From an optimization exercise on the open Yosys and OpenROAD flow, aimed at small area; shortcuts taken in it are not production practice. The RTL was checked by simulation tests, not by an equivalence proof against the original design. The flow treats the clock pin as an ideal source, which a real chip does not have. Power is estimated from default activity; no workload was simulated.

===== flow/design.v =====
module xor_gate(
    input logic [7:0] A,
    input logic [7:0] B,
    output logic [7:0] Y
);
    assign Y = A^B;
endmodule
`timescale 1ns/1ps
module xor_encrypt(
        input logic clk,
        input logic valid_in,
        input logic [7:0] key,
        input logic [255:0] code,
        output logic [255:0] code_out,
        output logic valid_out
);
logic [255:0] d;    
logic [255:0] r;    
logic [7:0] p0;
logic [7:0] bs1_2;
logic [7:0] p1;
logic [7:0] p2;
logic [7:0] bs3_4;
logic [7:0] p3;
logic [7:0] p4;
logic [7:0] bs5_6;
logic [7:0] p5;
logic [7:0] p6;
logic [7:0] bs7_8;
logic [7:0] p7;
logic [7:0] p8;
logic [7:0] bs9_10;
logic [7:0] p9;
logic [7:0] p10;
logic [7:0] bs11_12;
logic [7:0] p11;
logic [7:0] p12;
logic [7:0] bs13_14;
logic [7:0] p13;
logic [7:0] p14;
logic [7:0] bs15_16;
logic [7:0] p15;
logic [7:0] p16;
logic [7:0] bs17_18;
logic [7:0] p17;
logic [7:0] p18;
logic [7:0] bs19_20;
logic [7:0] bs21_22;
logic [7:0] bs23_24;
logic [7:0] bs25_26;
logic [7:0] bs25_27;
logic [7:0] bs28_29;
logic [7:0] bs30_31;
logic [7:0] q19;
logic [7:0] q20;
logic [7:0] q21;
logic [7:0] q22;
logic [7:0] q23;
logic [7:0] q24;
logic [7:0] q25;
logic [7:0] q26;
logic [7:0] q27;
logic [7:0] q28;
logic [7:0] q29;
logic [7:0] q30;
logic [7:0] q31;
xor_gate u_p0 (.A(key), .B(code[7:0]), .Y(p0));
xor_gate u_bs1_2 (.A(code[15:8]), .B(code[23:16]), .Y(bs1_2));
xor_gate u_p1 (.A(p0), .B(code[15:8]), .Y(p1));
xor_gate u_p2 (.A(p0), .B(bs1_2), .Y(p2));
xor_gate u_bs3_4 (.A(code[31:24]), .B(code[39:32]), .Y(bs3_4));
xor_gate u_p3 (.A(p2), .B(code[31:24]), .Y(p3));
xor_gate u_p4 (.A(p2), .B(bs3_4), .Y(p4));
xor_gate u_bs5_6 (.A(code[47:40]), .B(code[55:48]), .Y(bs5_6));
xor_gate u_p5 (.A(p4), .B(code[47:40]), .Y(p5));
xor_gate u_p6 (.A(p4), .B(bs5_6), .Y(p6));
xor_gate u_bs7_8 (.A(code[63:56]), .B(code[71:64]), .Y(bs7_8));
xor_gate u_p7 (.A(p6), .B(code[63:56]), .Y(p7));
xor_gate u_p8 (.A(p6), .B(bs7_8), .Y(p8));
xor_gate u_bs9_10 (.A(code[79:72]), .B(code[87:80]), .Y(bs9_10));
xor_gate u_p9 (.A(p8), .B(code[79:72]), .Y(p9));
xor_gate u_p10 (.A(p8), .B(bs9_10), .Y(p10));
xor_gate u_bs11_12 (.A(code[95:88]), .B(code[103:96]), .Y(bs11_12));
xor_gate u_p11 (.A(p10), .B(code[95:88]), .Y(p11));
xor_gate u_p12 (.A(p10), .B(bs11_12), .Y(p12));
xor_gate u_bs13_14 (.A(code[111:104]), .B(code[119:112]), .Y(bs13_14));
xor_gate u_p13 (.A(p12), .B(code[111:104]), .Y(p13));
xor_gate u_p14 (.A(p12), .B(bs13_14), .Y(p14));
xor_gate u_bs15_16 (.A(code[127:120]), .B(code[135:128]), .Y(bs15_16));
xor_gate u_p15 (.A(p14), .B(code[127:120]), .Y(p15));
xor_gate u_p16 (.A(p14), .B(bs15_16), .Y(p16));
xor_gate u_bs17_18 (.A(code[143:136]), .B(code[151:144]), .Y(bs17_18));
xor_gate u_p17 (.A(p16), .B(code[143:136]), .Y(p17));
xor_gate u_p18 (.A(p16), .B(bs17_18), .Y(p18));
xor_gate u_bs19_20 (.A(code[159:152]), .B(code[167:160]), .Y(bs19_20));
xor_gate u_bs21_22 (.A(code[175:168]), .B(code[183:176]), .Y(bs21_22));
xor_gate u_bs23_24 (.A(code[191:184]), .B(code[199:192]), .Y(bs23_24));
xor_gate u_bs25_26 (.A(code[207:200]), .B(code[215:208]), .Y(bs25_26));
xor_gate u_bs25_27 (.A(bs25_26), .B(code[223:216]), .Y(bs25_27));
xor_gate u_bs28_29 (.A(code[231:224]), .B(code[239:232]), .Y(bs28_29));
xor_gate u_bs30_31 (.A(code[247:240]), .B(code[255:248]), .Y(bs30_31));
xor_gate u_q19 (.A(r[151:144]), .B(r[159:152]), .Y(q19));
xor_gate u_q20 (.A(r[151:144]), .B(r[167:160]), .Y(q20));
xor_gate u_q21 (.A(q20), .B(r[175:168]), .Y(q21));
xor_gate u_q22 (.A(q20), .B(r[183:176]), .Y(q22));
xor_gate u_q23 (.A(q22), .B(r[191:184]), .Y(q23));
xor_gate u_q24 (.A(q22), .B(r[199:192]), .Y(q24));
xor_gate u_q25 (.A(q24), .B(r[207:200]), .Y(q25));
xor_gate u_q26 (.A(q24), .B(r[215:208]), .Y(q26));
xor_gate u_q27 (.A(q24), .B(r[223:216]), .Y(q27));
xor_gate u_q28 (.A(q27), .B(r[231:224]), .Y(q28));
xor_gate u_q29 (.A(q27), .B(r[239:232]), .Y(q29));
xor_gate u_q30 (.A(q29), .B(r[247:240]), .Y(q30));
xor_gate u_q31 (.A(q29), .B(r[255:248]), .Y(q31));
assign d[7:0] = p0;
assign d[15:8] = p1;
assign d[23:16] = p2;
assign d[31:24] = p3;
assign d[39:32] = p4;
assign d[47:40] = p5;
assign d[55:48] = p6;
assign d[63:56] = p7;
assign d[71:64] = p8;
assign d[79:72] = p9;
assign d[87:80] = p10;
assign d[95:88] = p11;
assign d[103:96] = p12;
assign d[111:104] = p13;
assign d[119:112] = p14;
assign d[127:120] = p15;
assign d[135:128] = p16;
assign d[143:136] = p17;
assign d[151:144] = p18;
assign d[159:152] = code[159:152];
assign d[167:160] = bs19_20;
assign d[175:168] = code[175:168];
assign d[183:176] = bs21_22;
assign d[191:184] = code[191:184];
assign d[199:192] = bs23_24;
assign d[207:200] = code[207:200];
assign d[215:208] = bs25_26;
assign d[223:216] = bs25_27;
assign d[231:224] = code[231:224];
assign d[239:232] = bs28_29;
assign d[247:240] = code[247:240];
assign d[255:248] = bs30_31;
always_ff @(posedge clk) begin
    valid_out <= valid_in;
end
always_ff @(posedge clk) begin
    if (valid_in) r <= d;
end
assign code_out[7:0] = r[7:0];
assign code_out[15:8] = r[15:8];
assign code_out[23:16] = r[23:16];
assign code_out[31:24] = r[31:24];
assign code_out[39:32] = r[39:32];
assign code_out[47:40] = r[47:40];
assign code_out[55:48] = r[55:48];
assign code_out[63:56] = r[63:56];
assign code_out[71:64] = r[71:64];
assign code_out[79:72] = r[79:72];
assign code_out[87:80] = r[87:80];
assign code_out[95:88] = r[95:88];
assign code_out[103:96] = r[103:96];
assign code_out[111:104] = r[111:104];
assign code_out[119:112] = r[119:112];
assign code_out[127:120] = r[127:120];
assign code_out[135:128] = r[135:128];
assign code_out[143:136] = r[143:136];
assign code_out[151:144] = r[151:144];
assign code_out[159:152] = q19;
assign code_out[167:160] = q20;
assign code_out[175:168] = q21;
assign code_out[183:176] = q22;
assign code_out[191:184] = q23;
assign code_out[199:192] = q24;
assign code_out[207:200] = q25;
assign code_out[215:208] = q26;
assign code_out[223:216] = q27;
assign code_out[231:224] = q28;
assign code_out[239:232] = q29;
assign code_out[247:240] = q30;
assign code_out[255:248] = q31;
endmodule

===== flow/flow/run.sh =====
#!/bin/bash
# Own layout flow: the standard flow (standard synthesis unchanged), with the port
# buffers that global placement inserts on every input and output made the smallest
# buffer, sky130_fd_sc_hd__buf_1, instead of the default pick. Everything else is as in
# the standard flow. make's full output goes to flow_make.log in this folder; ORFS
# writes each step's log under orfs/logs/.
set -euo pipefail
export BUFFER_PORTS_ARGS="-buffer_cell sky130_fd_sc_hd__buf_1"
bash standard.sh finish > flow_make.log 2>&1
test -f out/final.def

===== flow/standard.sh =====
#!/bin/bash
# synth_recipe.tcl (not shown) runs the flow's synth.tcl, then flattens the netlist and writes it again
# the make line also repeats each setting of config.mk as NAME=value (left out here)
make -C /OpenROAD-flow-scripts/flow DESIGN_CONFIG=/design/flow/config.mk WORK_HOME=/design/flow/orfs CLKGATE_MAP_FILE= SYNTH_SCRIPT=/design/flow/synth_recipe.tcl "${@:-finish}"

===== flow/config.mk =====
export PLATFORM = sky130hd
export DESIGN_NAME = xor_encrypt
export DESIGN_NICKNAME = xor_encrypt
export VERILOG_FILES = /design/flow/design.v
export SDC_FILE = /design/flow/constraint.sdc
export NUM_CORES = 4
export LEC_CHECK = 0
export CAP_MARGIN = 20
export CORE_MARGIN = 2
export CORE_UTILIZATION = 40
export CTS_BUF_LIST = sky130_fd_sc_hd__clkbuf_16
export CTS_CLUSTER_DIAMETER = 100
export CTS_CLUSTER_SIZE = 24
export SLEW_MARGIN = 20
export SYNTH_HIERARCHICAL = 1
export SYNTH_MINIMUM_KEEP_SIZE = 0

===== flow/constraint.sdc =====
create_clock -name core_clock -period 4.0 [get_ports {clk}]
set_input_delay 0.8000 -clock core_clock [delete_from_list [all_inputs] [get_ports {clk}]]
set_output_delay 0.8000 -clock core_clock [all_outputs]
set_load 0.01 [all_outputs]

==> summary.md, run 1 <==
| Metric | Value |
|---|---|
| CP endpoint kind | `primary output` |
| Sw power | `3900 uW` |
| Syn Inst Count | `793` |
| Max frequency | `263 MHz` |
| Initial Util | `40.9%` |
| Nets@finish | `1479` |
| Setup-failing EPs final | `0` |
| Top cell type's share of synthesized area | `63.0%` |
| Core Area | `29900 um2` |
| Share of total power in the clock network | `15.2%` |
| DRT iter0 DRCs | `260` |
| First-pass GRT wire length | `39100 um` |
| PwrDens | `696 nW/um2` |
| Area grow syn2layout | `17.3%` |
| Max VDD drop | `303 uV` |
| Total gr overflow | `0` |
| Cell Rows | `63` |
| Post-synthesis register bit count | `257` |
| WL final | `28500 um` |
| Num Clock Sinks | `257` |
| H-tree depth | `1` |
| Sequential Power Share | `41.5%` |
| Clock-pin slew on the worst setup and hold paths | `0.10 ns` |
| Antenna Diode Count | `0` |
| Hpwl dp | `23100 um` |
| TritonCTS clock tree | `built` |
| Vias per Instance | `4.32` |
| Initial DRT Pass Iterations | `4` |
| Status | `finished clean` |
| Max-slew violations | `0` |
| Top cell type by total area after synthesis | `edfxtp_1` |
| Comb pwr share | `43.3%` |
| DR WL/cell | `17.7 um` |
| Antenna-violating nets left | `0` |
| Die ar. | `31900 um2` |
| Initial antenna violation count | `0` |
| Worst-Margin Slew | `0.816 ns` |
| Vias in the first global route | `6793` |
| Max Cap Violations | `0` |
| Final std cells w/o fill | `1608` |
| Clock Path Buffers | `3` |
| WS Path Type | `register to primary output` |
| Syn_area_per_cell | `15.4 um2` |
| Mapped cell area | `12200 um2` |
| Final worst path period share | `95.0%` |
| GP Congestion | `0.846` |
| Worst hold path type | `primary input to register` |
| Cell-internal power | `6070 uW` |
| Leak | `0.00519 uW` |
| Worst setup SP type | `register` |
| Sw frac | `39.1%` |
| Tmin final | `3.80 ns` |
| WP data required | `3.20 ns` |
| Via Count | `6941` |
| Most common cell after layout, fill and taps aside | `buf_1` |
| Total GRT Usage | `16.4%` |
| Port buffer count | `522` |
| Die W | `179 um` |
| Yosys warns | `7` |
| DRC | `0` |
| Total CTS buffers | `14` |
| Ranking of synthesized cells by area | `edfxtp_1, xor2_1, buf_4` |
| Chip height | `179 um` |
| Finished Core Util | `47.9%` |
| Synth cell types | `4` |
| Crit path max fanout | `4` |
| Cell Count Post-Placement | `1587` |
| Post-CTS setup repair buffer count | `0` |
| Clock root buffer | `clkbuf_16` |
| Worst Path Arrival | `3.00 ns` |
| Largest net degree at the start of global routing | `63` |
| Ratio of cells with drive above 1 in the final layout | `5.17%` |
| Count of final hold-check violations | `0` |
| Most frequent cells in the layout | `buf_1, xor2_1, edfxtp_1` |
| I/O Pins | `523` |
| Syn nets | `1059` |
| Hold WS | `0.532 ns` |
| Post-synthesis sequential area ratio | `63.1%` |
| Max-slew headroom | `45.6%` |
## path summary, 6_finish.rpt
| kind | slack [ns] | startpoint | depth (start not counted) | to |
|---|---|---|---|---|
| worst max-delay path | 0.20 | r[146] | 7 | code_out[242] |
| worst min-delay path | 0.53 | code[156] | 1 | r[156] |
## area by class of cell
| cell class | instances | area, um2 |
|---|---|---|
| Tap cell | 390 | 488 |
| Sequential cell | 257 | 7710 |
| Multi-Input combinational cell | 384 | 3450 |
| Timing Repair Buffer | 556 | 2270 |
| Clock buffer | 15 | 375 |
| Clock inverter | 6 | 27.5 |
| Fill cell | 2745 | 15600 |
## metal layers
metal | share of wire, % | wire length, um | track usage, % | up-vias
li1 | - | - | - | 3328
met1 | 36 | 10300 | 18.3 | 3289
met2 | 52 | 14900 | 30.3 | 286
met3 | 8.8 | 2500 | 4.56 | 38
met4 | 2.7 | 768 | 5.05 | 0
met5 | 0 | 0 | 0 | -
## worst max-delay path: stages (launching register included)
cell,delay [ns]
edfxtp_1,0.48
xor2_1,0.38
xor2_2,0.33
xor2_2,0.33
xor2_1,0.31
xor2_1,0.33
xor2_1,0.18
buf_1,0.17
## power by group through the flow
stage	sequential [uW]	combinational (uW)	clock, uW
floorplan	4110	3090	0
global placement	4180	4300	0
detailed placement	4200	4340	0
CTS	4140	4350	1580
global route	4200	4750	1670
finish	4140	4320	1520
## stage by stage
stage	power [uW]	setup slack [ns]	TNS (ns)	cell area [um2]
after floorplan	7200	0.370	0	12200
after global placement	8480	0.0337	0	13800
after detailed placement	8540	-0.112	-0.281	13800
after CTS	10100	0.00860	0	14200
after global routing	10600	-0.000512	-0.000512	14300
final	9970	0.201	0	14300
## flip-flops by register name (all words and copies together), names as in the netlist
name and cells:
r 256, valid_out 1
## cells in the mapped netlist, drive strengths merged
library cell  count
xor2            384
dfxtp             1
edfxtp          256
buf             152
## what timing repair did
action | CTS | global route
gates resized for setup | 0 | 12
endpoints found under the hold margin | 0 | 0
hold buffers | 0 | 0
setup endpoints to repair | 0 | 17
## logic make-up after synthesis
logic type                after synthesis  share of synthesized area, %
xor gates and xnor gates              384                          27.5
DFF                                   257                          63.1
buffers and inverters                 152                          9.34
## modules after synthesis (local to each module, per instance)
module | times used | cells | flops+latches | area [um2]
xor_encrypt | 1 | 409 | 257 | 8850
xor_gate | 48 | 8 | 0 | 70.1
==> run 2, diff against run 1 <==
--- a/flow/flow/run.sh
+++ b/flow/flow/run.sh
@@ -6,5 +6,6 @@
 # writes each step's log under orfs/logs/.
 set -euo pipefail
 export BUFFER_PORTS_ARGS="-buffer_cell sky130_fd_sc_hd__buf_1"
+export PRE_GLOBAL_PLACE_TCL="$PWD/flow/pre_gpl.tcl"
 bash standard.sh finish > flow_make.log 2>&1
 test -f out/final.def
==> flow/flow/pre_gpl.tcl (new file) <==
set_clock_latency 0.48 [all_clocks]
==> summary.md, run 2 <==
| Metric | Value |
|---|---|
| Status | `finished clean` |
| RSZ-0062 raised after global routing | `false` |
| Top cells by count, synth | `xor2_1, edfxtp_1, buf_4` |
| Total CTS buffers | `14` |
| Most frequent cells in the layout | `buf_1, xor2_1, edfxtp_1` |
| H-tree depth | `1` |
| Cell Rows | `63` |
| Largest regs | `r: 256 flops, valid_out: 1 flops` |
| Finished Core Util | `48.1%` |
| WL met1 | `10800 um` |
| WP data required | `3.20 ns` |
| Initial antenna violation count | `0` |
| Worst Path Arrival | `2.95 ns` |
| Core Area | `29900 um2` |
| Most used DFF post-synth | `edfxtp_1` |
| Vias in the first global route | `6905` |
| TritonCTS clock tree | `built` |
| Max FFs per register | `256` |
| Ranking of synthesized cells by area | `edfxtp_1, xor2_1, buf_4` |
| Most used cell, CP | `xor2_1` |
| Vias per Instance | `4.31` |
| Worst-Margin Slew | `0.835 ns` |
| Most flops, register | `r` |
| Hpwl dp | `23300 um` |
| DRT iter0 DRCs | `330` |
| Largest net degree at the start of global routing | `59` |
| DR WL/cell | `17.9 um` |
| Top cell type by total area after synthesis | `edfxtp_1` |
| Design area | `14400 um2` |
| Setup-failing EPs final | `0` |
| Clock root buffer | `clkbuf_16` |
| Num Clock Sinks | `257` |
| Clock Path Buffers | `3` |
| Max VDD drop | `290 uV` |
| Area grow syn2layout | `17.6%` |
| Slowest CP cell | `edfxtp_1` |
| CP peak stage delay | `0.48 ns` |
| Syn nets | `1059` |
| Crit path to | `code_out[249]` |
| First-pass GRT wire length | `40000 um` |
| Port buffer count | `522` |
| Chip height | `179 um` |
| Number of synthesized flops with an enable pin | `256` |
| Syn Inst Count | `793` |
| WS Path Type | `register to primary output` |
| Total gr overflow | `0` |
| Clock-pin slew on the worst setup and hold paths | `0.10 ns` |
| Die W | `179 um` |
| Initial Util | `40.9%` |
| Crit path max fanout | `4` |
| Worst-path cell chain | `xor2_2, xor2_1, xor2_2, xor2_1, xor2_1, xor2_1, buf_1` |
| Post-synthesis sequential area ratio | `63.1%` |
| WL final | `28800 um` |
| Nets@finish | `1481` |
| Worst hold path type | `primary input to register` |
| DP Area | `13800 um2` |
| Mapped cell area | `12200 um2` |
| Count leader, synth | `xor2_1` |
| CP endpoint kind | `primary output` |
| Max-slew headroom | `44.3%` |
| Total GRT Usage | `16.6%` |
| Die ar. | `31900 um2` |
| Asr flop ratio synth | `0%` |
| Post-CTS setup repair buffer count | `0` |
| Leak | `0.00520 uW` |
| Max-slew violations | `0` |
| Post-synthesis register bit count | `257` |
| Synth cell types | `4` |
| Yosys warns | `7` |
| DRC | `0` |
| Most common cell after layout, fill and taps aside | `buf_1` |
| Initial DRT Pass Iterations | `4` |
| Crit path from | `r[145]` |
| PwrDens | `696 nW/um2` |
| Syn_area_per_cell | `15.4 um2` |
| Top cell type's share of synthesized area | `63.0%` |
| Count of final hold-check violations | `0` |
| Met3 wire length | `2070 um` |
| Ratio of cells with drive above 1 in the final layout | `5.57%` |
| Final worst path period share | `93.8%` |
| Max Cap Violations | `0` |
| Max frequency | `266 MHz` |
| Met2 Routed Length | `15400 um` |
| Tmin final | `3.75 ns` |
| GP Congestion | `0.838` |
| Antenna-violating nets left | `0` |
| Top sig layer | `met4` |
| I/O Pins | `523` |
| Via Count | `6950` |
| Worst setup SP type | `register` |
[run 2: cell counts after synthesis]
Identical to the previous run, type by type.
[run 2: timing repair]
item	CTS	global route
setup endpoints to repair	2	16
hold buffers	0	0
resized for setup	1	14
[run 2: power breakdown]
group	leakage, uW	switching (uW)	internal [uW]
Clock	0.000216	833	684
Combinational	0.00247	2830	1500
Sequential	0.00251	251	3890
[run 2: critical path: cells and delay by family, from the launching register on]
| family | cells | cell delay (ns) |
|---|---|---|
| xor+xnor | 6 | 1.82 |
| buf+inv | 1 | 0.16 |
| flops | 1 | 0.48 |
[run 2: worst min path at each step]
stage / start / end / slack [ns] / cells after the start
final: code[174] / r[174] / 0.53 / 1
after CTS: code[225] / r[225] / 0.51 / 1
after detailed placement: code[226] / r[226] / 1.03 / 1
after floorplan: valid_in / valid_out / 0.83 / 0
after global routing: code[241] / r[241] / 0.51 / 1
after global placement: code[170] / r[170] / 1.02 / 1
[run 2: cells by family after synthesis]
kind of cell  Yosys count  synth area share, %
xor+xnor              384                 27.5
buf+inv               152                 9.34
flops                 257                 63.1
[run 2: stage by stage]
step / instances / worst slack (ns) / hold WS, ns / power, uW / TNS [ns]
finish: 1611 / 0.247 / 0.531 / 9990 / 0
global route: 1610 / 0.0122 / 0.510 / 10600 / 0
CTS: 1610 / 0.0325 / 0.508 / 10100 / 0
detailed placement: 1589 / -0.0963 / 1.03 / 8540 / -0.251
global placement: 1589 / 0.0402 / 1.02 / 8490 / 0
floorplan: 793 / 0.370 / 0.828 / 7200 / 0
[run 2: layout make-up]
cell class	count	area, um2
fillers	2732	15500
repair buffers	558	2280
multi-input cells	384	3480
flip-flops and latches	257	7710
diodes	1	2.50
clock buffers	15	375
clock inverters	6	27.5
well taps	390	488
[run 2: per-module statistics from Yosys (local to each module, per instance)]
module | flip-flops and latches | cells inside | times used
xor_gate | 0 | 8 | 48
xor_encrypt | 257 | 409 | 1
[run 2: routing by layer]
metal	GRT usage, %	vias up
met5	0	-
met4	3.93	0
met3	3.77	28
met2	31.2	275
met1	19.1	3312
li1	-	3335
==> run 3, diff against run 2 <==
==> flow/flow/pre_gpl.tcl (replaced) <==
remove_buffers
--- a/flow/config.mk
+++ b/flow/config.mk
@@ -11,6 +11,7 @@
 export CTS_BUF_LIST = sky130_fd_sc_hd__clkbuf_16
 export CTS_CLUSTER_DIAMETER = 100
 export CTS_CLUSTER_SIZE = 24
+export GPL_TIMING_DRIVEN = 0
 export SLEW_MARGIN = 20
 export SYNTH_HIERARCHICAL = 1
 export SYNTH_MINIMUM_KEEP_SIZE = 0
==> summary.md, run 3 <==
| Metric | Value |
|---|---|
| Status | `finished clean` |
| Top cell type by total area after synthesis | `edfxtp_1` |
| Syn nets | `1059` |
| Num Clock Sinks | `257` |
| Setup-failing EPs final | `0` |
| Total power | `9860 uW` |
| WS Path Type | `register to primary output` |
| DRT iter0 DRCs | `310` |
| Vias in the first global route | `6746` |
| Worst-Margin Slew | `0.471 ns` |
| DR WL/cell | `17.6 um` |
| Worst-path cell chain | `xor2_1, xor2_2, xor2_2, xor2_1, xor2_1, xor2_1, buf_1` |
| Total CTS buffers | `14` |
| Most frequent cells in the layout | `buf_1, xor2_1, edfxtp_1` |
| WL final | `27900 um` |
| Critical path's top delay family | `XOR/XNOR gates` |
| Clock Path Buffers | `3` |
| Hpwl dp | `22900 um` |
| Number of synthesized flops with an enable pin | `256` |
| Cell Rows | `63` |
| Initial Util | `40.9%` |
| Final worst path period share | `94.6%` |
| I/O Pins | `523` |
| Most used cell, CP | `xor2_1` |
| Top cells by count, synth | `xor2_1, edfxtp_1, buf_4` |
| DRC | `0` |
| Largest regs | `r: 256 flops, valid_out: 1 flops` |
| Count of final hold-check violations | `0` |
| Die W | `179 um` |
| Post-synthesis register bit count | `257` |
| Count leader, synth | `xor2_1` |
| Total gr overflow | `0` |
| Max Cap Violations | `0` |
| Slowest CP cell | `edfxtp_1` |
| Max-slew violations | `0` |
| GP Congestion | `0.823` |
| Core Area | `29900 um2` |
| Syn Inst Count | `793` |
| Leak | `0.00513 uW` |
| Worst Path Buf+Inv | `1` |
| Max FFs per register | `256` |
| Synth cell types | `4` |
| Yosys warns | `7` |
| Crit path max fanout | `4` |
| Antenna Diode Count | `0` |
| Worst Path Arrival | `2.98 ns` |
| Worst setup SP type | `register` |
| Area grow syn2layout | `17.7%` |
| Mapped cell area | `12200 um2` |
| Post-CTS setup repair buffer count | `0` |
| Ratio of cells with drive above 1 in the final layout | `4.94%` |
| Initial DRT Pass Iterations | `6` |
| Syn_area_per_cell | `15.4 um2` |
| Most flops, register | `r` |
| Nets@finish | `1454` |
| Max frequency | `264 MHz` |
| Die ar. | `31900 um2` |
| Vias per Instance | `4.28` |
| H-tree depth | `1` |
| Chip height | `179 um` |
| Initial antenna violation count | `0` |
| Tmin final | `3.78 ns` |
| DP Area | `13700 um2` |
| Worst hold path type | `primary input to register` |
| Clock-pin slew on the worst setup and hold paths | `0.10 ns` |
| Total GRT Usage | `16.3%` |
| First-pass GRT wire length | `38900 um` |
| Cts hold-fix bufs | `0` |
| Port buffer count | `522` |
| Max VDD drop | `355 uV` |
| Via Count | `6776` |
| Most used DFF post-synth | `edfxtp_1` |
| Max-slew headroom | `68.5%` |
| Clock root buffer | `clkbuf_16` |
| Top cell type's share of synthesized area | `63.0%` |
| Ranking of synthesized cells by area | `edfxtp_1, xor2_1, buf_4` |
| Post-synthesis sequential area ratio | `63.1%` |
| Fill cells | `2745` |
| PwrDens | `687 nW/um2` |
| CP endpoint kind | `primary output` |
| Antenna-violating nets left | `0` |
| Largest net degree at the start of global routing | `35` |
| CP peak stage delay | `0.46 ns` |
| Most common cell after layout, fill and taps aside | `buf_1` |
| Design area | `14400 um2` |
| Asr flop ratio synth | `0%` |
| WP data required | `3.20 ns` |
| TritonCTS clock tree | `built` |
## run 3: cell counts after synthesis
No cell type changed its count.
## run 3: modules after synthesis, one instance, submodules excluded
module	copies in the design	area (um2)	flip-flops and latches
xor_gate	48	70.1	0
xor_encrypt	1	8850	257
## run 3: logic make-up after synthesis
family | synth area share (%)
xor gates and xnor gates | 27.5
DFF | 63.1
buffers and inverters | 9.34
## run 3: final timing paths
path                  startpoint            end  slack [ns]  cells past startpoint
worst max-delay path      r[146]  code_out[242]        0.22                      7
worst min-delay path   code[225]         r[225]        0.53                      1
## run 3: metrics by stage
step	hold slack [ns]	util, %	setup WS, ns	instances	setup TNS (ns)
global placement	1.02	45.2	-7.79	1553	-1905.08
floorplan	0.828	-	0.370	793	0
global route	0.508	48.1	-0.00828	1585	-0.00834
CTS	0.498	47.4	0.00130	1585	0
finish	0.529	48.1	0.217	1585	0
detailed placement	1.03	45.9	-0.648	1562	-9.08
## run 3: routing by layer
metal  track usage (%)  share of wire (%)  wire, um  vias to the layer above
met2              30.8                 54     15100                      261
met5                 0                  0         0                        -
met4              4.57                2.6       728                        0
met1              17.6                 35      9850                     3227
met3              4.64                8.1      2260                       30
li1                  -                  -         -                     3258
## run 3: layout make-up
cell class | instances | area (um2) | area share (%)
Sequential cell | 257 | 7710 | 53.6
Clock buffer | 15 | 375 | 2.61
Tap cell | 390 | 488 | 3.40
Multi-Input combinational cell | 384 | 3610 | 25.1
Clock inverter | 8 | 31.3 | 0.218
Timing Repair Buffer | 531 | 2160 | 15.0
## run 3: report_power, final
part           total [uW]  internal, uW  switching, uW  leakage, uW
sequential           4110          3890            229      0.00251
clock                1520           684            834     0.000222
combinational        4230          1370           2860      0.00240
total                9860          5940           3920      0.00513
## run 3: repair_timing
item	in CTS	in global routing
resized for setup	4	29
setup endpoints to repair	6	35
pin swaps	0	0
==> run 4, diff against run 3 <==
--- a/flow/flow/run.sh
+++ b/flow/flow/run.sh
@@ -6,6 +6,5 @@
 # writes each step's log under orfs/logs/.
 set -euo pipefail
 export BUFFER_PORTS_ARGS="-buffer_cell sky130_fd_sc_hd__buf_1"
-export PRE_GLOBAL_PLACE_TCL="$PWD/flow/pre_gpl.tcl"
 bash standard.sh finish > flow_make.log 2>&1
 test -f out/final.def
--- a/flow/config.mk
+++ b/flow/config.mk
@@ -9,9 +9,8 @@
 export CORE_MARGIN = 2
 export CORE_UTILIZATION = 40
 export CTS_BUF_LIST = sky130_fd_sc_hd__clkbuf_16
-export CTS_CLUSTER_DIAMETER = 100
-export CTS_CLUSTER_SIZE = 24
-export GPL_TIMING_DRIVEN = 0
+export CTS_CLUSTER_DIAMETER = 120
+export CTS_CLUSTER_SIZE = 30
 export SLEW_MARGIN = 20
 export SYNTH_HIERARCHICAL = 1
 export SYNTH_MINIMUM_KEEP_SIZE = 0
removed: flow/flow/pre_gpl.tcl
==> summary.md, run 4 <==
| Metric | Value |
|---|---|
| Port buffer count | `522` |
| Finished Core Util | `47.8%` |
| Levels on crit path | `7` |
| Post-synthesis register bit count | `257` |
| WL final | `28400 um` |
| DR WL/cell | `17.7 um` |
| Synth cell types | `4` |
| Via Count | `6890` |
| Final worst path period share | `94.8%` |
| Crit path max fanout | `4` |
| Max frequency | `264 MHz` |
| Slowest CP cell | `edfxtp_1` |
| RSZ-0062 raised after global routing | `false` |
| Status | `finished clean` |
| Total CTS buffers | `12` |
| Final std cells w/o fill | `1606` |
| Hpwl dp | `23100 um` |
| Area of the multi-input gates | `3450 um2` |
| Count of final hold-check violations | `0` |
| Fill cells | `2762` |
| Total gr overflow | `0` |
| DRC | `0` |
| Top cell type's share of synthesized area | `63.0%` |
| Setup-failing EPs final | `0` |
| Post-synthesis sequential area ratio | `63.1%` |
| Critical path's top delay family | `XOR/XNOR gates` |
| Vias per Instance | `4.29` |
| Most used cell, CP | `xor2_1` |
| Die ar. | `31900 um2` |
| Syn nets | `1059` |
| Post-CTS setup repair buffer count | `0` |
| Num Clock Sinks | `257` |
| Clock root buffer | `clkbuf_16` |
| I/O Pins | `523` |
| Worst Path Arrival | `2.99 ns` |
| Clock-pin slew on the worst setup and hold paths | `0.12 ns` |
| Count leader, synth | `xor2_1` |
| Mapped cell area | `12200 um2` |
| Worst Path Buf+Inv | `1` |
| Leak | `0.00516 uW` |
| Cell Rows | `63` |
| Sw power | `3890 uW` |
| Cell Count Post-Placement | `1587` |
| Top cell type by total area after synthesis | `edfxtp_1` |
| Sw frac | `39.4%` |
| Sequential cell area | `7710 um2` |
| Initial DRT Pass Iterations | `4` |
| Worst setup SP type | `register` |
| Share of total power in the clock network | `14.4%` |
| Number of synthesized flops with an enable pin | `256` |
| Top cells by count, synth | `xor2_1, edfxtp_1, buf_4` |
| Worst-Margin Slew | `0.810 ns` |
| Max FFs per register | `256` |
| Die W | `179 um` |
| DRT iter0 DRCs | `268` |
| First-pass GRT wire length | `39000 um` |
| Most common cell after layout, fill and taps aside | `buf_1` |
| Cts hold-fix bufs | `0` |
| Nets@finish | `1477` |
| WP data required | `3.20 ns` |
| Clock Path Buffers | `3` |
| Core Area | `29900 um2` |
| Syn Inst Count | `793` |
| Post-route setup TNS | `0 ns` |
| Ranking of synthesized cells by area | `edfxtp_1, xor2_1, buf_4` |
| Crit path to | `code_out[242]` |
| Most flops, register | `r` |
| Total GRT Usage | `16.3%` |
| Chip height | `179 um` |
| Most frequent cells in the layout | `buf_1, xor2_1, edfxtp_1` |
| Largest regs | `r: 256 flops, valid_out: 1 flops` |
| Worst hold path type | `primary input to register` |
| PwrDens | `692 nW/um2` |
| Ratio of cells with drive above 1 in the final layout | `5.02%` |
| Area grow syn2layout | `16.9%` |
| Antenna-violating nets left | `0` |
| Cell-internal power | `5990 uW` |
| Initial Util | `40.9%` |
| Max Cap Violations | `0` |
| Vias in the first global route | `6758` |
| Yosys warns | `7` |
| Syn_area_per_cell | `15.4 um2` |
| Initial antenna violation count | `0` |
| Max-slew headroom | `46.0%` |
| Largest net degree at the start of global routing | `63` |
| CP peak stage delay | `0.48 ns` |
| H-tree depth | `1` |
| Crit path from | `r[146]` |
| Worst-path cell chain | `xor2_1, xor2_2, xor2_2, xor2_1, xor2_1, xor2_1, buf_1` |
| Total power | `9880 uW` |
| Sequential Power Share | `41.9%` |
| TritonCTS clock tree | `built` |
| CP endpoint kind | `primary output` |
| GP Congestion | `0.846` |
| Post-cts resize count | `0` |
| Max-slew violations | `0` |
| Asr flop ratio synth | `0%` |
| Max VDD drop | `341 uV` |
| Tmin final | `3.79 ns` |
| Comb pwr share | `43.7%` |
| Most used DFF post-synth | `edfxtp_1` |
| WS Path Type | `register to primary output` |
[run 4: cell counts after synthesis]
Identical to the previous run, type by type.
[run 4: logic make-up after synthesis]
| group | count (synthesis) | synth area share (%) |
|---|---|---|
| DFF | 257 | 63.1 |
| xor gates and xnor gates | 384 | 27.5 |
| buffers and inverters | 152 | 9.34 |
[run 4: power groups by stage]
stage / sequential, uW / clock [uW] / combinational, uW
finish: 4140 / 1420 / 4320
global route: 4200 / 1560 / 4750
CTS: 4140 / 1480 / 4340
detailed placement: 4200 / 0 / 4340
global placement: 4180 / 0 / 4300
floorplan: 4110 / 0 / 3090
[run 4: layout make-up]
class / instances / area share [%]
Antenna cell: 1 / 0.0175
Clock buffer: 13 / 2.28
Clock inverter: 5 / 0.219
Multi-Input combinational cell: 384 / 24.2
Sequential cell: 257 / 54.0
Tap cell: 390 / 3.42
Timing Repair Buffer: 556 / 15.9
[run 4: worst min-delay path by stage]
stage                    from        end  slack (ns)  cells after the start
floorplan            valid_in  valid_out        0.83                      0
detailed placement  code[226]     r[226]        1.03                      1
global placement    code[170]     r[170]        1.02                      1
CTS                 code[168]     r[168]        0.50                      1
global route        code[190]     r[190]        0.50                      1
finish              code[168]     r[168]        0.53                      1
[run 4: per-module statistics from Yosys (local to each module, per instance)]
module       copies in the design  flops+latches  area (um2)  cells
xor_gate                       48              0        70.1      8
xor_encrypt                     1            257        8850    409
[run 4: metrics by stage]
stage / cell area, um2 / hold slack (ns) / worst slack (ns)
2_1_floorplan: 12200 / 0.828 / 0.370
3_3_place_gp: 13800 / 1.02 / 0.0337
3_5_place_dp: 13800 / 1.03 / -0.112
4_1_cts: 14200 / 0.502 / 0.00828
5_1_grt: 14300 / 0.504 / 0.00659
6_report: 14300 / 0.529 / 0.207
[run 4: per-layer routing]
layer | wire, um | vias to the layer above | global-route usage (%)
li1 | - | 3321 | -
met1 | 10400 | 3254 | 18.2
met2 | 14900 | 281 | 30.5
met3 | 2290 | 34 | 4.24
met4 | 782 | 0 | 4.78
met5 | 0 | - | 0
==> run 5, diff against run 4 <==
--- a/flow/config.mk
+++ b/flow/config.mk
@@ -8,9 +8,9 @@
 export CAP_MARGIN = 20
 export CORE_MARGIN = 2
 export CORE_UTILIZATION = 40
-export CTS_BUF_LIST = sky130_fd_sc_hd__clkbuf_16
-export CTS_CLUSTER_DIAMETER = 120
-export CTS_CLUSTER_SIZE = 30
+export CTS_BUF_LIST = sky130_fd_sc_hd__clkbuf_8
+export CTS_CLUSTER_DIAMETER = 100
+export CTS_CLUSTER_SIZE = 16
 export SLEW_MARGIN = 20
 export SYNTH_HIERARCHICAL = 1
 export SYNTH_MINIMUM_KEEP_SIZE = 0
==> summary.md, run 5 <==
| Metric | Value |
|---|---|
| DRT iter0 DRCs | `258` |
| Area grow syn2layout | `17.2%` |
| Worst setup SP type | `register` |
| WS Path Type | `register to primary output` |
| Top cells by count, synth | `xor2_1, edfxtp_1, buf_4` |
| Worst-Margin Slew | `0.825 ns` |
| Final worst path period share | `95.5%` |
| Critical path's top delay family | `XOR/XNOR gates` |
| Asr flop ratio synth | `0%` |
| Worst hold path type | `primary input to register` |
| Max-slew headroom | `45.0%` |
| WL final | `28700 um` |
| Yosys warns | `7` |
| WP data required | `3.20 ns` |
| Most frequent cells in the layout | `buf_1, xor2_1, edfxtp_1` |
| Fill cells | `2765` |
| Cell Rows | `63` |
| Design area | `14300 um2` |
| DP Area | `13800 um2` |
| Clock root buffer | `clkbuf_8` |
| Clock Path Buffers | `3` |
| Vias per Instance | `4.27` |
| Count of final hold-check violations | `0` |
| Initial Util | `40.9%` |
| Largest net degree at the start of global routing | `63` |
| CP endpoint kind | `primary output` |
| Count leader, synth | `xor2_1` |
| Port buffer count | `522` |
| Via Count | `6907` |
| Num Clock Sinks | `257` |
| CP peak stage delay | `0.48 ns` |
| Ratio of cells with drive above 1 in the final layout | `6.19%` |
| Worst Path Buf+Inv | `1` |
| Post-route setup TNS | `0 ns` |
| Core Area | `29900 um2` |
| Top cell type by total area after synthesis | `edfxtp_1` |
| Setup-failing EPs final | `0` |
| Antenna Diode Count | `0` |
| Worst Path Arrival | `3.02 ns` |
| Post-synthesis sequential area ratio | `63.1%` |
| Syn Inst Count | `793` |
| Synth cell types | `4` |
| Nets@finish | `1485` |
| Mapped cell area | `12200 um2` |
| Most flops, register | `r` |
| Sequential cell area | `7710 um2` |
| PwrDens | `688 nW/um2` |
| Crit path from | `r[146]` |
| Most used cell, CP | `xor2_1` |
| Initial DRT Pass Iterations | `4` |
| H-tree depth | `1` |
| Most used DFF post-synth | `edfxtp_1` |
| Post-synthesis register bit count | `257` |
| Total gr overflow | `0` |
| Hold path start | `code[186]` |
| Max-slew violations | `0` |
| Die ar. | `31900 um2` |
| TritonCTS clock tree | `built` |
| GP Congestion | `0.846` |
| Syn_area_per_cell | `15.4 um2` |
| Total CTS buffers | `20` |
| DRC | `0` |
| Clock-pin slew on the worst setup and hold paths | `0.11 ns` |
| Area of the multi-input gates | `3510 um2` |
| Cts hold-fix bufs | `0` |
| DR WL/cell | `17.7 um` |
| Max Cap Violations | `0` |
| Antenna-violating nets left | `0` |
| Number of synthesized flops with an enable pin | `256` |
| Top cell type's share of synthesized area | `63.0%` |
| Syn nets | `1059` |
| I/O Pins | `523` |
| Slowest CP cell | `edfxtp_1` |
| Max VDD drop | `277 uV` |
| Hold WS | `0.475 ns` |
| Status | `finished clean` |
| Initial antenna violation count | `0` |
| Chip height | `179 um` |
| Die W | `179 um` |
| Crit path max fanout | `4` |
| Hpwl dp | `23100 um` |
| Post-cts resize count | `3` |
| Most common cell after layout, fill and taps aside | `buf_1` |
| Max frequency | `262 MHz` |
| First-pass GRT wire length | `39400 um` |
| Leak | `0.00519 uW` |
| Max FFs per register | `256` |
| Ranking of synthesized cells by area | `edfxtp_1, xor2_1, buf_4` |
| Vias in the first global route | `6873` |
| Post-CTS setup repair buffer count | `0` |
| Largest regs | `r: 256 flops, valid_out: 1 flops` |
| Worst-path cell chain | `xor2_1, xor2_2, xor2_2, xor2_1, xor2_1, xor2_1, buf_1` |
| Tmin final | `3.82 ns` |
| Total GRT Usage | `16.6%` |
-- run 5: metal layers --
| layer | global-route usage [%] | up-vias | part of all wire (%) |
|---|---|---|---|
| met5 | 0 | - | 0 |
| met4 | 5.56 | 0 | 3.4 |
| met3 | 4.50 | 41 | 7.8 |
| met2 | 30.4 | 278 | 52 |
| met1 | 18.5 | 3254 | 37 |
| li1 | - | 3334 | - |
-- run 5: power by group --
part	total [uW]	switching, uW	internal (uW)	leakage, uW
registers	4150	257	3890	0.00251
clock network	1360	861	495	0.000206
logic	4340	2830	1510	0.00247
-- run 5: cells by family (layout without fill, tap and decap cells) --
logic type	after synthesis	after routing	share of synthesized area, %
XOR/XNOR	384	384	27.5
buffers and inverters	152	587	9.34
flip-flops	257	257	63.1
-- run 5: through the flow --
| stage | std cells | util [%] | power, uW | worst slack (ns) |
|---|---|---|---|---|
| after floorplan | 793 | - | 7200 | 0.370 |
| after global placement | 1587 | 46.3 | 8480 | 0.0337 |
| after detailed placement | 1587 | 46.3 | 8540 | -0.112 |
| after CTS | 1618 | 47.5 | 9930 | 0.0123 |
| after global routing | 1618 | 47.9 | 10500 | -0.0133 |
| final | 1618 | 47.9 | 9840 | 0.179 |
-- run 5: Yosys stat by module (local to each module, per instance) --
| module | cells | copies in the design | area [um2] | flip-flops and latches |
|---|---|---|---|---|
| xor_encrypt | 409 | 1 | 8850 | 257 |
| xor_gate | 8 | 48 | 70.1 | 0 |
-- run 5: layout make-up --
cell class	instances	area share (%)
Multi-Input combinational cell	384	24.5
Timing Repair Buffer	556	15.9
Clock inverter	10	0.350
Sequential cell	257	53.9
Tap cell	390	3.41
Clock buffer	21	2.02
-- run 5: final timing paths --
kind,to,slack (ns),cells past startpoint
setup / recovery,code_out[242],0.18,7
hold / removal,r[186],0.47,1
==> run 6, diff against run 5 <==
--- a/flow/flow/run.sh
+++ b/flow/flow/run.sh
@@ -6,5 +6,6 @@
 # writes each step's log under orfs/logs/.
 set -euo pipefail
 export BUFFER_PORTS_ARGS="-buffer_cell sky130_fd_sc_hd__buf_1"
+export POST_GLOBAL_PLACE_TCL="$PWD/flow/post_gpl.tcl"
 bash standard.sh finish > flow_make.log 2>&1
 test -f out/final.def
==> flow/flow/post_gpl.tcl (new file) <==
# Drop the buffers that timing-driven global placement added with ideal clocks; the
# repair after clock tree synthesis adds back what the real clock timing needs.
set bufs [get_cells -quiet place*]
if { [llength $bufs] > 0 } { remove_buffers $bufs }
--- a/flow/config.mk
+++ b/flow/config.mk
@@ -8,9 +8,9 @@
 export CAP_MARGIN = 20
 export CORE_MARGIN = 2
 export CORE_UTILIZATION = 40
-export CTS_BUF_LIST = sky130_fd_sc_hd__clkbuf_8
+export CTS_BUF_LIST = sky130_fd_sc_hd__clkbuf_16
 export CTS_CLUSTER_DIAMETER = 100
-export CTS_CLUSTER_SIZE = 16
+export CTS_CLUSTER_SIZE = 24
 export SLEW_MARGIN = 20
 export SYNTH_HIERARCHICAL = 1
 export SYNTH_MINIMUM_KEEP_SIZE = 0
==> summary.md, run 6 <==
| Metric | Value |
|---|---|
| Asr flop ratio synth | `0%` |
| CP endpoint kind | `primary output` |
| Chip height | `179 um` |
| Vias per Instance | `4.71` |
| Initial DRT Pass Iterations | `4` |
| First-pass GRT wire length | `36100 um` |
| WL final | `26900 um` |
| Final std cells w/o fill | `1052` |
| Most flops, register | `r` |
| Top cell type's share of synthesized area | `63.0%` |
| Count leader, synth | `xor2_1` |
| DRT iter0 DRCs | `288` |
| Worst hold path type | `primary input to register` |
| Finished Core Util | `42.0%` |
| Count of final hold-check violations | `0` |
| Max FFs per register | `256` |
| Max-slew headroom | `59.2%` |
| Via Count | `4950` |
| Ratio of cells with drive above 1 in the final layout | `9.37%` |
| Syn nets | `1059` |
| Syn Inst Count | `793` |
| Ranking of synthesized cells by area | `edfxtp_1, xor2_1, buf_4` |
| Synth cell types | `4` |
| Status | `finished clean` |
| Vias in the first global route | `5171` |
| Tmin final | `3.86 ns` |
| Die W | `179 um` |
| Total GRT Usage | `15.6%` |
| Nets@finish | `923` |
| H-tree depth | `1` |
| Clock Path Buffers | `3` |
| Most frequent cells in the layout | `xor2_1, edfxtp_1, xor2_2` |
| Worst Path Arrival | `3.06 ns` |
| Cell Count Post-Placement | `1031` |
| Mapped cell area | `12200 um2` |
| Largest net degree at the start of global routing | `258` |
| Antenna-violating nets left | `0` |
| Most common cell after layout, fill and taps aside | `xor2_1` |
| Hpwl dp | `21200 um` |
| Syn_area_per_cell | `15.4 um2` |
| Crit path max fanout | `4` |
| Cell Rows | `63` |
| DR WL/cell | `25.6 um` |
| Yosys warns | `7` |
| Post-route setup TNS | `0 ns` |
| Worst setup SP type | `register` |
| Initial antenna violation count | `0` |
| Setup-failing EPs final | `0` |
| I/O Pins | `523` |
| WS Path Type | `register to primary output` |
| Antenna Diode Count | `0` |
| Total CTS buffers | `14` |
| Core Area | `29900 um2` |
| Area grow syn2layout | `2.84%` |
| TritonCTS clock tree | `built` |
| Final worst path period share | `96.5%` |
| Max-slew violations | `0` |
| Cts hold-fix bufs | `0` |
| Clock root buffer | `clkbuf_16` |
| Clock-pin slew on the worst setup and hold paths | `0.10 ns` |
| Number of synthesized flops with an enable pin | `256` |
| Num Clock Sinks | `257` |
| Initial Util | `40.9%` |
| WP data required | `3.20 ns` |
| Worst-Margin Slew | `0.612 ns` |
| Port buffer count | `522` |
| Die ar. | `31900 um2` |
| Most used DFF post-synth | `edfxtp_1` |
| Largest regs | `r: 256 flops, valid_out: 1 flops` |
| Max Cap Violations | `0` |
| Place WS | `-0.504 ns` |
| DRC | `0` |
| Leak | `0.00448 uW` |
| Final setup margin | `0.141 ns` |
| Post-synthesis sequential area ratio | `63.1%` |
| Top cell type by total area after synthesis | `edfxtp_1` |
| Total gr overflow | `0` |
| Top cells by count, synth | `xor2_1, edfxtp_1, buf_4` |
| PwrDens | `729 nW/um2` |
| Max frequency | `259 MHz` |
| Max VDD drop | `234 uV` |
| Post-synthesis register bit count | `257` |
==> run 6: cell counts after synthesis <==
No cell type changed its count.
==> run 6: path summary, 6_finish.rpt <==
kind,cells past startpoint,slack (ns),startpoint,end
max,6,0.14,r[145],code_out[249]
min,0,0.40,code[170],r[170]
==> run 6: Yosys stat by module (local to each module, per instance) <==
| module | cells | flip-flops and latches | cell area, um2 | copies in the design |
|---|---|---|---|---|
| xor_gate | 8 | 0 | 70.1 | 48 |
| xor_encrypt | 409 | 257 | 8850 | 1 |
==> run 6: cells by family after synthesis <==
logic type	after synthesis	synth area share, %
buffers and inverters	152	9.34
flip-flops	257	63.1
XOR/XNOR	384	27.5
==> run 6: repair_timing <==
| action | 4_1_cts | 5_1_grt |
|---|---|---|
| endpoints found under the setup margin | 35 | 20 |
| pin swaps | 0 | 0 |
| setup buffers | 0 | 0 |
| gates resized for setup | 48 | 18 |
| hold endpoints to repair | 0 | 0 |
==> run 6: per-stage QoR <==
stage          power [uW]  area [um2]  hold WS (ns)
2_1_floorplan        7200       12200         0.828
3_3_place_gp         8480       13800          1.02
3_5_place_dp         7330       11600         0.899
4_1_cts              9190       12400         0.368
5_1_grt              9660       12600         0.359
6_report             9150       12600         0.397
==> run 6: power breakdown <==
part           switching, uW  leakage, uW  internal (uW)  total, uW
combinational           1990      0.00174            870       2860
clock                    844     0.000224            747       1590
sequential               769      0.00251           3930       4700
total                   3600      0.00448           5550       9150
==> run 6: routing by layer <==
metal,track usage (%),vias up,wire (um)
met4,2.98,0,304
met1,17.0,2475,9150
met3,5.66,20,2810
met5,0,-,0
li1,-,2193,-
met2,29.0,262,14600
==> run 6: critical path, stage by stage (launching register included) <==
cell	delay, ns
edfxtp_1	0.56
xor2_4	0.37
xor2_4	0.32
xor2_4	0.33
xor2_2	0.37
xor2_2	0.32
xor2_1	0.29
==> run 6: area by class of cell <==
type | count | area, um2
Clock buffer | 15 | 375
Tap cell | 390 | 488
Clock inverter | 6 | 50.0
Multi-Input combinational cell | 384 | 3940
Fill cell | 2690 | 17300
Sequential cell | 257 | 7710
==> run 7, diff against run 6 <==
==> flow/flow/post_gpl.tcl (replaced) <==
# Drop the buffers that timing-driven global placement added with ideal clocks; the
# repair after clock tree synthesis adds back what the real clock timing needs.
set bufs [get_cells -quiet place*]
if { [llength $bufs] > 0 } { remove_buffers $bufs }
# Likewise return the XOR gates it upsized to the smallest size.
foreach inst [get_cells -quiet *] {
  set m [get_property $inst ref_name]
  if { [regexp {^sky130_fd_sc_hd__xor2_[24]$} $m] } {
    replace_cell $inst sky130_fd_sc_hd__xor2_1
  }
}
==> summary.md, run 7 <==
| Metric | Value |
|---|---|
| Final worst path period share | `96.5%` |
| Core Area | `29900 um2` |
| WS Path Type | `register to primary output` |
| Syn_area_per_cell | `15.4 um2` |
| Worst Path Arrival | `3.06 ns` |
| Mux cell area share after synthesis | `0%` |
| Asr flop ratio synth | `0%` |
| Clock-pin slew on the worst setup and hold paths | `0.10 ns` |
| H-tree depth | `1` |
| Post-cts resize count | `48` |
| Largest regs | `r: 256 flops, valid_out: 1 flops` |
| Total gr overflow | `0` |
| Number of synthesized flops with an enable pin | `256` |
| Die ar. | `31900 um2` |
| Top cell type by total area after synthesis | `edfxtp_1` |
| Mapped cell area | `12200 um2` |
| DRT iter0 DRCs | `288` |
| TritonCTS clock tree | `built` |
| Post-Synth XOR/XNOR Area | `27.5%` |
| First-pass GRT wire length | `36100 um` |
| Ranking of synthesized cells by area | `edfxtp_1, xor2_1, buf_4` |
| Initial DRT Pass Iterations | `4` |
| Critical path's top delay family | `XOR/XNOR gates` |
| Most flops, register | `r` |
| Antenna-violating nets left | `0` |
| CP endpoint kind | `primary output` |
| Port buffer count | `522` |
| Worst Path Buf+Inv | `0` |
| Cts hold-fix bufs | `0` |
| Total power | `9150 uW` |
| Hold path start | `code[170]` |
| Clock Path Buffers | `3` |
| Total CTS buffers | `14` |
| Leak | `0.00448 uW` |
| Clock root buffer | `clkbuf_16` |
| Top cells by count, synth | `xor2_1, edfxtp_1, buf_4` |
| Nets@finish | `923` |
| Count leader, synth | `xor2_1` |
| Crit path max fanout | `4` |
| Ratio of cells with drive above 1 in the final layout | `9.37%` |
| Most frequent cells in the layout | `xor2_1, edfxtp_1, xor2_2` |
| I/O Pins | `523` |
| Max-slew headroom | `59.2%` |
| WL final | `26900 um` |
| Initial Util | `40.9%` |
| DR WL/cell | `25.6 um` |
| Post-route setup TNS | `0 ns` |
| Post-CTS setup repair buffer count | `0` |
| Area grow syn2layout | `2.84%` |
| Cell Rows | `63` |
| Largest net degree at the start of global routing | `258` |
| Chip height | `179 um` |
| Count of final hold-check violations | `0` |
| Syn nets | `1059` |
| Total GRT Usage | `15.6%` |
| Most used DFF post-synth | `edfxtp_1` |
| Post-synthesis register bit count | `257` |
| Syn Inst Count | `793` |
| Fill cells | `2690` |
| Antenna Diode Count | `0` |
| Max VDD drop | `234 uV` |
| Most common cell after layout, fill and taps aside | `xor2_1` |
| Most used cell, CP | `xor2_4` |
| Tmin final | `3.86 ns` |
| Status | `finished clean` |
| Setup-failing EPs final | `0` |
| Synth Area in Compound Gates | `0%` |
| Hpwl dp | `21200 um` |
| WHS Endpoint | `r[170]` |
| Max frequency | `259 MHz` |
| Worst-path cell chain | `xor2_4, xor2_4, xor2_4, xor2_2, xor2_2, xor2_1` |
| Final setup margin | `0.141 ns` |
| Max Cap Violations | `0` |
| Num Clock Sinks | `257` |
| Yosys warns | `7` |
| Via Count | `4950` |
| Place WS | `-0.504 ns` |
| Worst hold path type | `primary input to register` |
| Vias per Instance | `4.71` |
| Post-Synth Adder-Cell Area | `0%` |
| Vias in the first global route | `5171` |
| Worst-Margin Slew | `0.612 ns` |
| Top cell type's share of synthesized area | `63.0%` |
| Main combinational cell family by area after synthesis | `XOR/XNOR gates` |
| Hold path cells | `0` |
| Max-slew violations | `0` |
| Simple-gate portion of the synthesized area | `0%` |
| Worst setup SP type | `register` |
| Post-synthesis sequential area ratio | `63.1%` |
| WP data required | `3.20 ns` |
| PwrDens | `729 nW/um2` |
| Synth cell types | `4` |
| DRC | `0` |
| Slowest CP cell | `edfxtp_1` |
| Die W | `179 um` |
| Initial antenna violation count | `0` |
| CP peak stage delay | `0.56 ns` |
| Hold WS | `0.397 ns` |
| Max FFs per register | `256` |
run 7: routing by layer:
metal / vias up / wire [um] / track usage [%]
met1: 2475 / 9150 / 17.0
met2: 262 / 14600 / 29.0
met4: 0 / 304 / 2.98
li1: 2193 / - / -
met5: - / 0 / 0
met3: 20 / 2810 / 5.66
run 7: how the worst max path moves through the flow:
stage          slack, ns  depth (start not counted)       endpoint  startpoint
2_1_floorplan       0.37                         10         r[136]     code[0]
3_3_place_gp        0.03                         12         r[141]    code[13]
3_5_place_dp       -0.50                         10         r[151]     code[7]
4_1_cts           0.0008                          6  code_out[242]      r[146]
5_1_grt            -0.02                          6  code_out[251]      r[147]
6_report            0.14                          6  code_out[249]      r[145]
run 7: power by group:
group	internal (uW)	switching [uW]	total, uW	leakage (uW)
clock network	747	844	1590	0.000224
logic	870	1990	2860	0.00174
registers	3930	769	4700	0.00251
run 7: kinds of logic after synthesis:
family / count (synthesis)
buffers and inverters: 152
flip-flops: 257
XOR/XNOR: 384
run 7: layout make-up:
| type | instances | area [um2] | share of cell area, % |
|---|---|---|---|
| clock inverter | 6 | 50.0 | 0.399 |
| sequential | 257 | 7710 | 61.4 |
| clock buffer | 15 | 375 | 2.99 |
| tap | 390 | 488 | 3.89 |
| multi-input combinational | 384 | 3940 | 31.4 |
run 7: Yosys stat by module (local to each module, per instance):
module | cell area [um2] | cells | flops+latches | copies in the design
xor_encrypt | 8850 | 409 | 257 | 1
xor_gate | 70.1 | 8 | 0 | 48
run 7: metrics by stage:
step / cells / utilization [%] / area [um2]
floorplan: 793 / - / 12200
global placement: 1587 / 46.3 / 13800
detailed placement: 1031 / 38.7 / 11600
CTS: 1052 / 41.4 / 12400
global route: 1052 / 42.0 / 12600
finish: 1052 / 42.0 / 12600
==> run 8, diff against run 7 <==
==> flow/run.sh (new file) <==
#!/bin/bash
# synth_recipe.tcl (not shown) runs the flow's synth.tcl, then flattens the netlist and writes it again
# the make line also repeats each setting of config.mk as NAME=value (left out here)
make -C /OpenROAD-flow-scripts/flow DESIGN_CONFIG=/design/flow/config.mk WORK_HOME=/design/flow/orfs CLKGATE_MAP_FILE= SYNTH_SCRIPT=/design/flow/synth_recipe.tcl finish
--- a/flow/config.mk
+++ b/flow/config.mk
@@ -8,9 +8,9 @@
 export CAP_MARGIN = 20
 export CORE_MARGIN = 2
 export CORE_UTILIZATION = 40
-export CTS_BUF_LIST = sky130_fd_sc_hd__clkbuf_16
+export CTS_BUF_LIST = sky130_fd_sc_hd__clkbuf_8
 export CTS_CLUSTER_DIAMETER = 100
-export CTS_CLUSTER_SIZE = 24
+export CTS_CLUSTER_SIZE = 16
 export SLEW_MARGIN = 20
 export SYNTH_HIERARCHICAL = 1
 export SYNTH_MINIMUM_KEEP_SIZE = 0
removed: flow/flow/run.sh
removed: flow/flow/post_gpl.tcl
removed: flow/standard.sh
==> summary.md, run 8 <==
| Metric | Value |
|---|---|
| Status | `finished clean` |
| Yosys warns | `7` |
| Most common cell after layout, fill and taps aside | `clkdlybuf4s50_1` |
| Count of final hold-check violations | `0` |
| Core Area | `29900 um2` |
| Clock root buffer | `clkbuf_8` |
| Hpwl dp | `27000 um` |
| GP Congestion | `0.819` |
| Final worst path period share | `95.8%` |
| Clock-pin slew on the worst setup and hold paths | `0.11 ns` |
| Worst Path Buf+Inv | `1` |
| DR WL/cell | `19.7 um` |
| Ranking of synthesized cells by area | `edfxtp_1, xor2_1, buf_4` |
| Num Clock Sinks | `257` |
| Initial antenna violation count | `3` |
| Top cell type's share of synthesized area | `63.0%` |
| Vias per Instance | `4.27` |
| Mapped cell area | `12200 um2` |
| Total CTS buffers | `20` |
| Die ar. | `31900 um2` |
| Worst setup SP type | `register` |
| DRT iter0 DRCs | `320` |
| Worst-Margin Slew | `0.622 ns` |
| Max FFs per register | `256` |
| Worst-path cell chain | `xor2_2, xor2_2, xor2_2, xor2_2, xor2_2, xor2_1, clkdlybuf4s50_1` |
| Nets@finish | `1546` |
| Most flops, register | `r` |
| Worst hold path type | `primary input to register` |
| Fill cells | `2404` |
| Crit path max fanout | `3` |
| Sw frac | `33.5%` |
| RSZ-0062 raised after global routing | `true` |
| Worst Path Arrival | `3.03 ns` |
| WP data required | `3.20 ns` |
| Tmin final | `3.83 ns` |
| Post-synthesis sequential area ratio | `63.1%` |
| Most frequent cells in the layout | `clkdlybuf4s50_1, xor2_1, edfxtp_1` |
| Share of total power in the clock network | `10.9%` |
| Cell-internal power | `8350 uW` |
| Total GRT Usage | `19.8%` |
| Asr flop ratio synth | `0%` |
| Syn Inst Count | `793` |
| Antenna-violating nets left | `0` |
| Cell Rows | `63` |
| TritonCTS clock tree | `built` |
| First-pass GRT wire length | `45500 um` |
| Cts hold-fix bufs | `0` |
| Design area | `18200 um2` |
| Post-synthesis register bit count | `257` |
| Setup-failing EPs final | `0` |
| Max-slew headroom | `58.5%` |
| Synth cell types | `4` |
| Via Count | `7181` |
| H-tree depth | `1` |
| Leak | `0.00692 uW` |
| Slowest CP cell | `clkdlybuf4s50_1` |
| WL final | `33200 um` |
| Critical path's top delay family | `XOR/XNOR gates` |
| Max frequency | `261 MHz` |
| Number of synthesized flops with an enable pin | `256` |
| Max VDD drop | `267 uV` |
| Largest regs | `r: 256 flops, valid_out: 1 flops` |
| Syn nets | `1059` |
| DRC | `0` |
| Most used DFF post-synth | `edfxtp_1` |
| Top cells by count, synth | `xor2_1, edfxtp_1, buf_4` |
| CP endpoint kind | `primary output` |
| Most used cell, CP | `xor2_2` |
| DP Area | `17300 um2` |
| Ratio of cells with drive above 1 in the final layout | `12.0%` |
| WS Path Type | `register to primary output` |
| CP peak stage delay | `0.56 ns` |
| Largest net degree at the start of global routing | `76` |
| Sequential Power Share | `32.9%` |
| PwrDens | `691 nW/um2` |
| Sw power | `4210 uW` |
| I/O Pins | `523` |
| Max-slew violations | `0` |
| Chip height | `179 um` |
| Syn_area_per_cell | `15.4 um2` |
| Count leader, synth | `xor2_1` |
| Clock Path Buffers | `3` |
| Die W | `179 um` |
| Comb pwr share | `56.2%` |
| Total gr overflow | `0` |
| Port buffer count | `522` |
| Initial DRT Pass Iterations | `4` |
| Initial Util | `40.9%` |
| Area grow syn2layout | `48.8%` |
| Top cell type by total area after synthesis | `edfxtp_1` |
| Max Cap Violations | `0` |
| Total power | `12600 uW` |
| Vias in the first global route | `7124` |
-- run 8: cell counts after synthesis --
Identical to the previous run, type by type.
-- run 8: cells by family after synthesis --
logic type             count (synthesis)  synth area share, %
buffers and inverters                152                 9.34
flip-flops                           257                 63.1
XOR/XNOR                             384                 27.5
-- run 8: path summary, 6_finish.rpt --
kind              startpoint       endpoint  slack (ns)  cells after the start
setup / recovery      r[146]  code_out[250]        0.17                      7
hold / removal      valid_in           r[8]        0.73                      1
-- run 8: stage by stage --
stage / TNS, ns / cells / hold WS (ns) / util, % / setup slack, ns
5_1_grt: -0.0683 / 1680 / 0.728 / 60.8 / -0.0495
3_5_place_dp: -1.32 / 1624 / 1.33 / 58.1 / -0.240
2_1_floorplan: 0 / 793 / 0.828 / - / 0.370
3_3_place_gp: -0.563 / 1624 / 1.32 / 58.1 / -0.184
4_1_cts: 0 / 1659 / 0.713 / 60.0 / 0.00421
6_report: 0 / 1680 / 0.732 / 60.8 / 0.167
-- run 8: final cells by class --
cell class,instances,area [um2],share of cell area (%)
timing repair buffer,617,5970,32.9
multi-input combinational,384,3660,20.2
clock inverter,9,46.3,0.255
clock buffer,21,289,1.59
tap,390,488,2.69
antenna,2,5.00,0.0275
sequential,257,7710,42.4
-- run 8: power groups by stage --
stage               registers [uW]  logic (uW)  clock network [uW]
floorplan                     4110        3090                   0
global placement              4160        6650                   0
detailed placement            4180        6690                   0
CTS                           4130        6880                1450
global route                  4200        7540                1540
finish                        4130        7050                1370
-- run 8: per-layer routing --
| layer | vias up | GRT usage, % | share of wire [%] |
|---|---|---|---|
| met5 | - | 0 | 0.039 |
| met1 | 3431 | 21.0 | 35 |
| met2 | 262 | 38.0 | 55 |
| met4 | 2 | 4.47 | 1.5 |
| li1 | 3452 | - | - |
| met3 | 34 | 6.19 | 8.2 |
-- run 8: repair_timing --
item	in CTS	in global routing
endpoints found under the setup margin	25	16
gates resized for setup	29	10
endpoints found under the hold margin	0	0
buffers inserted	5	19
pin swaps	3	17
-- run 8: modules after synthesis, one instance, submodules excluded --
module	times used	area [um2]	flops+latches	cells
xor_gate	48	70.1	0	8
xor_encrypt	1	8850	257	409

==> separate check: timing with driven ports <==
Ports are ideal in the flow. The routed layouts listed here were re-timed in OpenROAD.
Step 1 assumes that a clkbuf_16 drives the clock port and a buf_2 every other input.
Step 2 moves the port delays by t, midway between the first and last clock arrival at a register: inputs arrive t later, outputs are due t later. That takes back most of the time a late clock gives input paths.
Three values: ideal, step 1, step 2; two values: the first two.
run	shift t [ns]	setup slack, ns	hold WS [ns]	latest minus earliest clock arrival (ns)	max-slew violations	capacitance violations
run 1	0.528	0.201 / 0.152 / -0.013	0.532 / 0.508 / 1.036	0.021 / 0.021	0 / 0	0 / 0
run 2	0.528	0.247 / 0.198 / -0.027	0.531 / 0.509 / 1.037	0.019 / 0.019	0 / 0	0 / 0
run 3	0.526	0.217 / 0.170 / -0.281	0.529 / 0.511 / 1.037	0.017 / 0.017	0 / 0	0 / 0
run 4	0.524	0.207 / 0.159 / -0.002	0.529 / 0.504 / 1.028	0.022 / 0.022	0 / 0	0 / 0
run 5	0.567	0.179 / 0.136 / -0.024	0.475 / 0.457 / 1.024	0.036 / 0.037	0 / 0	0 / 0
run 6	0.530	0.141 / -1.021 / -1.551	0.397 / 0.396 / 0.926	0.022 / 0.022	0 / 258	0 / 1
run 7	0.530	0.141 / -1.021 / -1.551	0.397 / 0.396 / 0.926	0.022 / 0.022	0 / 258	0 / 1
run 8	0.576	0.167 / 0.121 / -0.141	0.732 / 0.725 / 1.301	0.036 / 0.037	0 / 0	0 / 0
Met with ideal ports but missed after step 2: setup timing in every run listed. The drivers bring new slew violations in run 6 and run 7. With drivers on, capacitance violations rise in run 6 and run 7.
